This design comes from an exercise in tuning for small area, a short achievable clock period and few clock cycles per item on the open sky130 flow, not from production work. In this exercise RTL edits were held to simulation tests only and were not proved equivalent to the original.

==> job 5151: inputs <==
==> flow/design.v <==
`default_nettype none
module chacha20(input wire clock,
                input wire reset,  
                input wire start,
                input  wire [255:0] key,
                input  wire [63:0] index,  
                input  wire [63:0] nonce,
                output reg done,
                output wire [511:0] out);
    function automatic [31:0] LE32(input [31:0] a);
        LE32 = {a[7:0], a[15:8], a[23:16], a[31:24]};
    endfunction
function automatic [31:0] ADD(input [31:0] a, input [31:0] b);
    reg [31:0] p, g, pp, gg, c;
    begin
    p = a ^ b; g = a & b; pp = p; gg = g;
    gg[31] = gg[31] | (pp[31] & gg[30]); pp[31] = pp[31] & pp[30];
    gg[29] = gg[29] | (pp[29] & gg[28]); pp[29] = pp[29] & pp[28];
    gg[27] = gg[27] | (pp[27] & gg[26]); pp[27] = pp[27] & pp[26];
    gg[25] = gg[25] | (pp[25] & gg[24]); pp[25] = pp[25] & pp[24];
    gg[23] = gg[23] | (pp[23] & gg[22]); pp[23] = pp[23] & pp[22];
    gg[21] = gg[21] | (pp[21] & gg[20]); pp[21] = pp[21] & pp[20];
    gg[19] = gg[19] | (pp[19] & gg[18]); pp[19] = pp[19] & pp[18];
    gg[17] = gg[17] | (pp[17] & gg[16]); pp[17] = pp[17] & pp[16];
    gg[15] = gg[15] | (pp[15] & gg[14]); pp[15] = pp[15] & pp[14];
    gg[13] = gg[13] | (pp[13] & gg[12]); pp[13] = pp[13] & pp[12];
    gg[11] = gg[11] | (pp[11] & gg[10]); pp[11] = pp[11] & pp[10];
    gg[9] = gg[9] | (pp[9] & gg[8]); pp[9] = pp[9] & pp[8];
    gg[7] = gg[7] | (pp[7] & gg[6]); pp[7] = pp[7] & pp[6];
    gg[5] = gg[5] | (pp[5] & gg[4]); pp[5] = pp[5] & pp[4];
    gg[3] = gg[3] | (pp[3] & gg[2]); pp[3] = pp[3] & pp[2];
    gg[1] = gg[1] | (pp[1] & gg[0]); pp[1] = pp[1] & pp[0];
    gg[31] = gg[31] | (pp[31] & gg[29]); pp[31] = pp[31] & pp[29];
    gg[30] = gg[30] | (pp[30] & gg[29]); pp[30] = pp[30] & pp[29];
    gg[27] = gg[27] | (pp[27] & gg[25]); pp[27] = pp[27] & pp[25];
    gg[26] = gg[26] | (pp[26] & gg[25]); pp[26] = pp[26] & pp[25];
    gg[23] = gg[23] | (pp[23] & gg[21]); pp[23] = pp[23] & pp[21];
    gg[22] = gg[22] | (pp[22] & gg[21]); pp[22] = pp[22] & pp[21];
    gg[19] = gg[19] | (pp[19] & gg[17]); pp[19] = pp[19] & pp[17];
    gg[18] = gg[18] | (pp[18] & gg[17]); pp[18] = pp[18] & pp[17];
    gg[15] = gg[15] | (pp[15] & gg[13]); pp[15] = pp[15] & pp[13];
    gg[14] = gg[14] | (pp[14] & gg[13]); pp[14] = pp[14] & pp[13];
    gg[11] = gg[11] | (pp[11] & gg[9]); pp[11] = pp[11] & pp[9];
    gg[10] = gg[10] | (pp[10] & gg[9]); pp[10] = pp[10] & pp[9];
    gg[7] = gg[7] | (pp[7] & gg[5]); pp[7] = pp[7] & pp[5];
    gg[6] = gg[6] | (pp[6] & gg[5]); pp[6] = pp[6] & pp[5];
    gg[3] = gg[3] | (pp[3] & gg[1]); pp[3] = pp[3] & pp[1];
    gg[2] = gg[2] | (pp[2] & gg[1]); pp[2] = pp[2] & pp[1];
    gg[31] = gg[31] | (pp[31] & gg[27]); pp[31] = pp[31] & pp[27];
    gg[30] = gg[30] | (pp[30] & gg[27]); pp[30] = pp[30] & pp[27];
    gg[29] = gg[29] | (pp[29] & gg[27]); pp[29] = pp[29] & pp[27];
    gg[28] = gg[28] | (pp[28] & gg[27]); pp[28] = pp[28] & pp[27];
    gg[23] = gg[23] | (pp[23] & gg[19]); pp[23] = pp[23] & pp[19];
    gg[22] = gg[22] | (pp[22] & gg[19]); pp[22] = pp[22] & pp[19];
    gg[21] = gg[21] | (pp[21] & gg[19]); pp[21] = pp[21] & pp[19];
    gg[20] = gg[20] | (pp[20] & gg[19]); pp[20] = pp[20] & pp[19];
    gg[15] = gg[15] | (pp[15] & gg[11]); pp[15] = pp[15] & pp[11];
    gg[14] = gg[14] | (pp[14] & gg[11]); pp[14] = pp[14] & pp[11];
    gg[13] = gg[13] | (pp[13] & gg[11]); pp[13] = pp[13] & pp[11];
    gg[12] = gg[12] | (pp[12] & gg[11]); pp[12] = pp[12] & pp[11];
    gg[7] = gg[7] | (pp[7] & gg[3]); pp[7] = pp[7] & pp[3];
    gg[6] = gg[6] | (pp[6] & gg[3]); pp[6] = pp[6] & pp[3];
    gg[5] = gg[5] | (pp[5] & gg[3]); pp[5] = pp[5] & pp[3];
    gg[4] = gg[4] | (pp[4] & gg[3]); pp[4] = pp[4] & pp[3];
    gg[31] = gg[31] | (pp[31] & gg[23]); pp[31] = pp[31] & pp[23];
    gg[30] = gg[30] | (pp[30] & gg[23]); pp[30] = pp[30] & pp[23];
    gg[29] = gg[29] | (pp[29] & gg[23]); pp[29] = pp[29] & pp[23];
    gg[28] = gg[28] | (pp[28] & gg[23]); pp[28] = pp[28] & pp[23];
    gg[27] = gg[27] | (pp[27] & gg[23]); pp[27] = pp[27] & pp[23];
    gg[26] = gg[26] | (pp[26] & gg[23]); pp[26] = pp[26] & pp[23];
    gg[25] = gg[25] | (pp[25] & gg[23]); pp[25] = pp[25] & pp[23];
    gg[24] = gg[24] | (pp[24] & gg[23]); pp[24] = pp[24] & pp[23];
    gg[15] = gg[15] | (pp[15] & gg[7]); pp[15] = pp[15] & pp[7];
    gg[14] = gg[14] | (pp[14] & gg[7]); pp[14] = pp[14] & pp[7];
    gg[13] = gg[13] | (pp[13] & gg[7]); pp[13] = pp[13] & pp[7];
    gg[12] = gg[12] | (pp[12] & gg[7]); pp[12] = pp[12] & pp[7];
    gg[11] = gg[11] | (pp[11] & gg[7]); pp[11] = pp[11] & pp[7];
    gg[10] = gg[10] | (pp[10] & gg[7]); pp[10] = pp[10] & pp[7];
    gg[9] = gg[9] | (pp[9] & gg[7]); pp[9] = pp[9] & pp[7];
    gg[8] = gg[8] | (pp[8] & gg[7]); pp[8] = pp[8] & pp[7];
    gg[31] = gg[31] | (pp[31] & gg[15]); pp[31] = pp[31] & pp[15];
    gg[30] = gg[30] | (pp[30] & gg[15]); pp[30] = pp[30] & pp[15];
    gg[29] = gg[29] | (pp[29] & gg[15]); pp[29] = pp[29] & pp[15];
    gg[28] = gg[28] | (pp[28] & gg[15]); pp[28] = pp[28] & pp[15];
    gg[27] = gg[27] | (pp[27] & gg[15]); pp[27] = pp[27] & pp[15];
    gg[26] = gg[26] | (pp[26] & gg[15]); pp[26] = pp[26] & pp[15];
    gg[25] = gg[25] | (pp[25] & gg[15]); pp[25] = pp[25] & pp[15];
    gg[24] = gg[24] | (pp[24] & gg[15]); pp[24] = pp[24] & pp[15];
    gg[23] = gg[23] | (pp[23] & gg[15]); pp[23] = pp[23] & pp[15];
    gg[22] = gg[22] | (pp[22] & gg[15]); pp[22] = pp[22] & pp[15];
    gg[21] = gg[21] | (pp[21] & gg[15]); pp[21] = pp[21] & pp[15];
    gg[20] = gg[20] | (pp[20] & gg[15]); pp[20] = pp[20] & pp[15];
    gg[19] = gg[19] | (pp[19] & gg[15]); pp[19] = pp[19] & pp[15];
    gg[18] = gg[18] | (pp[18] & gg[15]); pp[18] = pp[18] & pp[15];
    gg[17] = gg[17] | (pp[17] & gg[15]); pp[17] = pp[17] & pp[15];
    gg[16] = gg[16] | (pp[16] & gg[15]); pp[16] = pp[16] & pp[15];
    c = {gg[30:0], 1'b0};
    ADD = p ^ c;
    end
endfunction
    localparam CONST = 128'h657870616e642033322d62797465206b;
    wire [511:0] init = {CONST, key, LE32(index[31:0]), LE32(index[63:32]), nonce};
    reg [4:0] i;  
    reg [31:0] y [0:15];  
    wire [31:0] xi [0:15];
    wire [31:0] h [0:15];
    wire ld = start;
    wire fa = i == 5'd19;
    genvar j;
    generate for (j = 0; j < 16; j = j + 1) begin: g_init
        assign xi[j] = LE32(init[511 - 32*j -: 32]);
    end endgenerate
    generate for (j = 0; j < 4; j = j + 1) begin: g_h2
        wire [31:0] a2 = ADD(y[j], y[4+j]);
        wire [31:0] t2 = y[12+j] ^ a2;
        wire [31:0] d2 = {t2[23:0], t2[31:24]};
        wire [31:0] c2 = ADD(y[8+j], d2);
        wire [31:0] t3 = y[4+j] ^ c2;
        wire [31:0] b2 = {t3[24:0], t3[31:25]};
        assign h[     (4-j)%4] = a2;
        assign h[4 +  (5-j)%4] = b2;
        assign h[8 +  (6-j)%4] = c2;
        assign h[12 + (7-j)%4] = d2;
    end endgenerate
    generate for (j = 0; j < 4; j = j + 1) begin: g_h1
        wire [31:0] ai = ld ? xi[j]    : fa ? xi[4+j] : h[j];
        wire [31:0] bi = ld ? xi[4+j]  : h[4+j];
        wire [31:0] ci = ld ? xi[8+j]  : h[8+j];
        wire [31:0] di = ld ? xi[12+j] : h[12+j];
        wire [31:0] s1 = ADD(ai, bi);
        wire [31:0] t0 = di ^ s1;
        wire [31:0] d1 = {t0[15:0], t0[31:16]};
        wire [31:0] s2 = ADD(ci, (fa ? xi[8+j] : d1));
        wire [31:0] t1 = bi ^ s2;
        wire [31:0] b1 = {t1[19:0], t1[31:20]};
        wire [31:0] fa_ = ADD(h[j], xi[j]);
        wire [31:0] fd = ADD(h[12+j], xi[12+j]);
        always @(posedge clock) begin
            y[j]    <= s1;
            y[4+j]  <= fa ? fa_ : b1;
            y[8+j]  <= s2;
            y[12+j] <= fa ? fd : d1;
        end
    end endgenerate
    always @(posedge clock) begin
        if (i != 5'd20) i <= i + 5'd1;
        if (start) i <= 5'd0;
        done <= fa;
        if (reset) begin
            i <= 5'd20;
            done <= 1'b0;
        end
    end
    generate for (j = 0; j < 4; j = j + 1) begin: g_out
        assign out[511 - 32*j      -: 32] = LE32(y[4+j]);
        assign out[511 - 32*(4+j)  -: 32] = LE32(y[j]);
        assign out[511 - 32*(8+j)  -: 32] = LE32(y[8+j]);
        assign out[511 - 32*(12+j) -: 32] = LE32(y[12+j]);
    end endgenerate
endmodule
==> flow/flow/run.sh <==
#!/bin/bash
# The standard layout, with the port buffers made from the smallest buffer cell
# and a clock tree built without dummy loads.
set -euo pipefail
export BUFFER_PORTS_ARGS="-buffer_cell sky130_fd_sc_hd__buf_1"
export CTS_ARGS="-sink_clustering_enable -repair_clock_nets -sink_clustering_size 30 -sink_clustering_max_diameter 80 -dont_use_dummy_load"
bash standard.sh > standard_flow.log 2>&1
==> flow/standard.sh <==
#!/bin/bash
# synth_recipe.tcl (not shown) runs the flow's synth.tcl, then flattens the netlist and writes it again
# the make line also repeats each setting of config.mk as NAME=value (left out here)
make -C /OpenROAD-flow-scripts/flow DESIGN_CONFIG=/design/flow/config.mk WORK_HOME=/design/flow/orfs CLKGATE_MAP_FILE= SYNTH_SCRIPT=/design/flow/synth_recipe.tcl "${@:-finish}"
==> flow/config.mk <==
export PLATFORM = sky130hd
export DESIGN_NAME = chacha20
export DESIGN_NICKNAME = chacha20
export VERILOG_FILES = /design/flow/design.v
export SDC_FILE = /design/flow/constraint.sdc
export NUM_CORES = 8
export LEC_CHECK = 0
export CAP_MARGIN = 20
export CORE_MARGIN = 2
export CORE_UTILIZATION = 35
export SETUP_SLACK_MARGIN = 2.25
export SLEW_MARGIN = 20
==> flow/constraint.sdc <==
create_clock -name core_clock -period 14.0 [get_ports {clock}]
set_input_delay 2.8000 -clock core_clock [delete_from_list [all_inputs] [get_ports {clock}]]
set_output_delay 2.8000 -clock core_clock [all_outputs]
set_load 0.01 [all_outputs]
==> job 1099 (differences from job 5151) <==
--- a/flow/design.v
+++ b/flow/design.v
@@ -123,8 +123,8 @@
         assign h[12 + (7-j)%4] = d2;
     end endgenerate
     generate for (j = 0; j < 4; j = j + 1) begin: g_h1
-        wire [31:0] ai = ld ? xi[j]    : fa ? xi[4+j] : h[j];
-        wire [31:0] bi = ld ? xi[4+j]  : h[4+j];
+        wire [31:0] ai = ld ? xi[j]    : h[j];
+        wire [31:0] bi = ld ? xi[4+j]  : fa ? xi[j] : h[4+j];
         wire [31:0] ci = ld ? xi[8+j]  : h[8+j];
         wire [31:0] di = ld ? xi[12+j] : h[12+j];
         wire [31:0] s1 = ADD(ai, bi);
@@ -133,11 +133,11 @@
         wire [31:0] s2 = ADD(ci, (fa ? xi[8+j] : d1));
         wire [31:0] t1 = bi ^ s2;
         wire [31:0] b1 = {t1[19:0], t1[31:20]};
-        wire [31:0] fa_ = ADD(h[j], xi[j]);
+        wire [31:0] fb = ADD(h[4+j], xi[4+j]);
         wire [31:0] fd = ADD(h[12+j], xi[12+j]);
         always @(posedge clock) begin
             y[j]    <= s1;
-            y[4+j]  <= fa ? fa_ : b1;
+            y[4+j]  <= fa ? fb : b1;
             y[8+j]  <= s2;
             y[12+j] <= fa ? fd : d1;
         end
@@ -151,10 +151,7 @@
             done <= 1'b0;
         end
     end
-    generate for (j = 0; j < 4; j = j + 1) begin: g_out
-        assign out[511 - 32*j      -: 32] = LE32(y[4+j]);
-        assign out[511 - 32*(4+j)  -: 32] = LE32(y[j]);
-        assign out[511 - 32*(8+j)  -: 32] = LE32(y[8+j]);
-        assign out[511 - 32*(12+j) -: 32] = LE32(y[12+j]);
+    generate for (j = 0; j < 16; j = j + 1) begin: g_out
+        assign out[511 - 32*j -: 32] = LE32(y[j]);
     end endgenerate
 endmodule
==> flow/flow/run.sh (replaced) <==
#!/bin/bash
# The standard layout, with the port buffers made from the smallest buffer cell.
set -euo pipefail
export BUFFER_PORTS_ARGS="-buffer_cell sky130_fd_sc_hd__buf_1"
bash standard.sh > standard_flow.log 2>&1
Settings changed: CAP_MARGIN 20 to 10, CTS_CLUSTER_DIAMETER set to 80, CTS_CLUSTER_SIZE set to 30, SETUP_SLACK_MARGIN 2.25 to 2.5, SLEW_MARGIN 20 to 10.
==> notes.md <==
metric                                                             job 5151                  job 1099
Result of the run                          no timing/DRC/antenna violations  no timing/DRC/antenna violations
Non-CTS buffers                                                        1296                      1181
Cells on worst reg2reg path                                              47                        52
Net Count, Synth                                                       7351                      7483
Placed Instances                                                       9143                      9121
Simple-gate area share of the yosys netlist                          15.36%                    13.16%
Post-CTS repair timing setup buffer count                                44                        79
Number of distinct library cells after synthesis                         89                       101
Critical path required time                                        14.56 ns                  14.64 ns
Count of fill cells added during filler insertion                     14880                     15350
Area of all placed cells without fillers                         62890 um^2                65990 um^2
Crit-path slowest cell                             sky130_fd_sc_hd__xnor2_1  sky130_fd_sc_hd__dfxtp_1
Testbench counts of job 5151, summed over its fixed seeds: cycles 5,376, blocks 256.
Testbench counts of job 1099, summed over its fixed seeds: cycles 5,376, blocks 256.


==> inputs of onyx <==
RTL: the design.v shown in full above, as it stands there.
==> flow/config.mk <==
export PLATFORM = sky130hd
export DESIGN_NAME = chacha20
export DESIGN_NICKNAME = chacha20
export VERILOG_FILES = /design/flow/design.v
export SDC_FILE = /design/flow/constraint.sdc
export NUM_CORES = 8
export LEC_CHECK = 0
export CAP_MARGIN = 20
export CORE_MARGIN = 2
export CORE_UTILIZATION = 35
export CTS_CLUSTER_DIAMETER = 80
export CTS_CLUSTER_SIZE = 30
export SETUP_SLACK_MARGIN = 2
export SLEW_MARGIN = 20
==> flow/constraint.sdc <==
create_clock -name core_clock -period 14.0 [get_ports {clock}]
set_input_delay 2.8000 -clock core_clock [delete_from_list [all_inputs] [get_ports {clock}]]
set_output_delay 2.8000 -clock core_clock [all_outputs]
set_load 0.01 [all_outputs]
standard.sh (not shown) runs the stock make flow with config.mk's settings and CLKGATE_MAP_FILE= SYNTH_SCRIPT=/design/flow/synth_recipe.tcl, a recipe that flattens the netlist after the stock synthesis.
==> flow/flow/run.sh <==
#!/bin/bash
# The standard layout, with the port buffers made from the smallest buffer cell.
set -euo pipefail
export BUFFER_PORTS_ARGS="-buffer_cell sky130_fd_sc_hd__buf_1"
bash standard.sh > standard_flow.log 2>&1
==> cedar (differences from onyx) <==
--- a/flow/design.v
+++ b/flow/design.v
@@ -123,8 +123,8 @@
         assign h[12 + (7-j)%4] = d2;
     end endgenerate
     generate for (j = 0; j < 4; j = j + 1) begin: g_h1
-        wire [31:0] ai = ld ? xi[j]    : fa ? xi[4+j] : h[j];
-        wire [31:0] bi = ld ? xi[4+j]  : h[4+j];
+        wire [31:0] ai = ld ? xi[j]    : h[j];
+        wire [31:0] bi = ld ? xi[4+j]  : fa ? xi[j] : h[4+j];
         wire [31:0] ci = ld ? xi[8+j]  : h[8+j];
         wire [31:0] di = ld ? xi[12+j] : h[12+j];
         wire [31:0] s1 = ADD(ai, bi);
@@ -133,11 +133,11 @@
         wire [31:0] s2 = ADD(ci, (fa ? xi[8+j] : d1));
         wire [31:0] t1 = bi ^ s2;
         wire [31:0] b1 = {t1[19:0], t1[31:20]};
-        wire [31:0] fa_ = ADD(h[j], xi[j]);
-        wire [31:0] fd = ADD(h[12+j], xi[12+j]);
+        wire [31:0] fb = h[4+j] + xi[4+j];
+        wire [31:0] fd = h[12+j] + xi[12+j];
         always @(posedge clock) begin
             y[j]    <= s1;
-            y[4+j]  <= fa ? fa_ : b1;
+            y[4+j]  <= fa ? fb : b1;
             y[8+j]  <= s2;
             y[12+j] <= fa ? fd : d1;
         end
@@ -151,10 +151,7 @@
             done <= 1'b0;
         end
     end
-    generate for (j = 0; j < 4; j = j + 1) begin: g_out
-        assign out[511 - 32*j      -: 32] = LE32(y[4+j]);
-        assign out[511 - 32*(4+j)  -: 32] = LE32(y[j]);
-        assign out[511 - 32*(8+j)  -: 32] = LE32(y[8+j]);
-        assign out[511 - 32*(12+j) -: 32] = LE32(y[12+j]);
+    generate for (j = 0; j < 16; j = j + 1) begin: g_out
+        assign out[511 - 32*j -: 32] = LE32(y[j]);
     end endgenerate
 endmodule
==> flow/run.sh (new file) <==
#!/bin/bash
# synth_recipe.tcl (not shown) runs the flow's synth.tcl, then flattens the netlist and writes it again
# the make line also repeats each setting of config.mk as NAME=value (left out here)
make -C /OpenROAD-flow-scripts/flow DESIGN_CONFIG=/design/flow/config.mk WORK_HOME=/design/flow/orfs CLKGATE_MAP_FILE= SYNTH_SCRIPT=/design/flow/synth_recipe.tcl finish
- CAP_MARGIN: 20 -> 30
- CTS_CLUSTER_DIAMETER: 80 -> not set
- CTS_CLUSTER_SIZE: 30 -> not set
- SETUP_SLACK_MARGIN: 2 -> 4
removed: flow/flow/run.sh
removed: flow/standard.sh
==> summary.txt <==
status - no timing/DRC/antenna violations
wire per inst - 38.5 um
sum of routed wire length over all layers - 360 mm
cell count of the worst reg-to-reg path - 46
wl on met1 - 135 mm
peak clock frequency supported by timing - 84.7 MHz
# diodes - 31
(the above is from onyx)
==> summary.txt <==
Commonest cells post-synth - 730 x sky130_fd_sc_hd__ha_1, 619 x sky130_fd_sc_hd__xnor2_1, 610 x sky130_fd_sc_hd__nor2_1, 532 x sky130_fd_sc_hd__nand2_1, 531 x sky130_fd_sc_hd__a21oi_1
# diodes - 26
required time of the worst setup path - 14.56 ns
CTS tree - done
multi-input gate area in the final layout - 48900 um^2
final design utilization - 51.0%
wl on met1 - 148 mm
number of gates on the worst path with buffers counted - 41
wire per inst - 37.3 um
sum of routed wire length over all layers - 380 mm
cell count of the worst reg-to-reg path - 41
Syn Nets - 7858
peak clock frequency supported by timing - 84.5 MHz
status - no timing/DRC/antenna violations
Layout fillers - 14700
(the above is from cedar)
Testbench counts of onyx, summed over its fixed seeds: cycles 5,376, blocks 256.
Testbench counts of cedar, summed over its fixed seeds: cycles 5,376, blocks 256.

-- separate check: timing with driven ports --
How much do the figures lean on ideal ports? The routed layouts below were timed once more, with nothing changed but the port constraints. Step 1, drivers: a clkbuf_16 drives clock and a buf_2 each remaining input, both assumed. Step 2 adds t to the input delays and takes it off the output delays; t is the mean of the earliest and latest rising clock arrival at the registers after step 1. Input paths then give back, and output paths get back, about the clock's delay inside the block. Slacks: no drivers / after step 1 / after step 2; pairs: no drivers / after step 1.
run	shift t [ns]	slack for setup (ns)	worst setup path at the end	latest minus earliest clock arrival (ns)	worst data-port slew with drivers (ns)
job 5151	0.777	2.303 / 2.303 / 2.303	register to register	0.084 / 0.084	0.29
job 1099	0.811	2.556 / 2.556 / 2.556	register to register	0.054 / 0.055	0.26
onyx	0.806	2.193 / 2.193 / 2.193	register to register	0.049 / 0.049	0.27
cedar	0.776	2.160 / 2.160 / 2.160	register to register	0.031 / 0.031	0.28
After both steps every run listed still meets setup and hold.
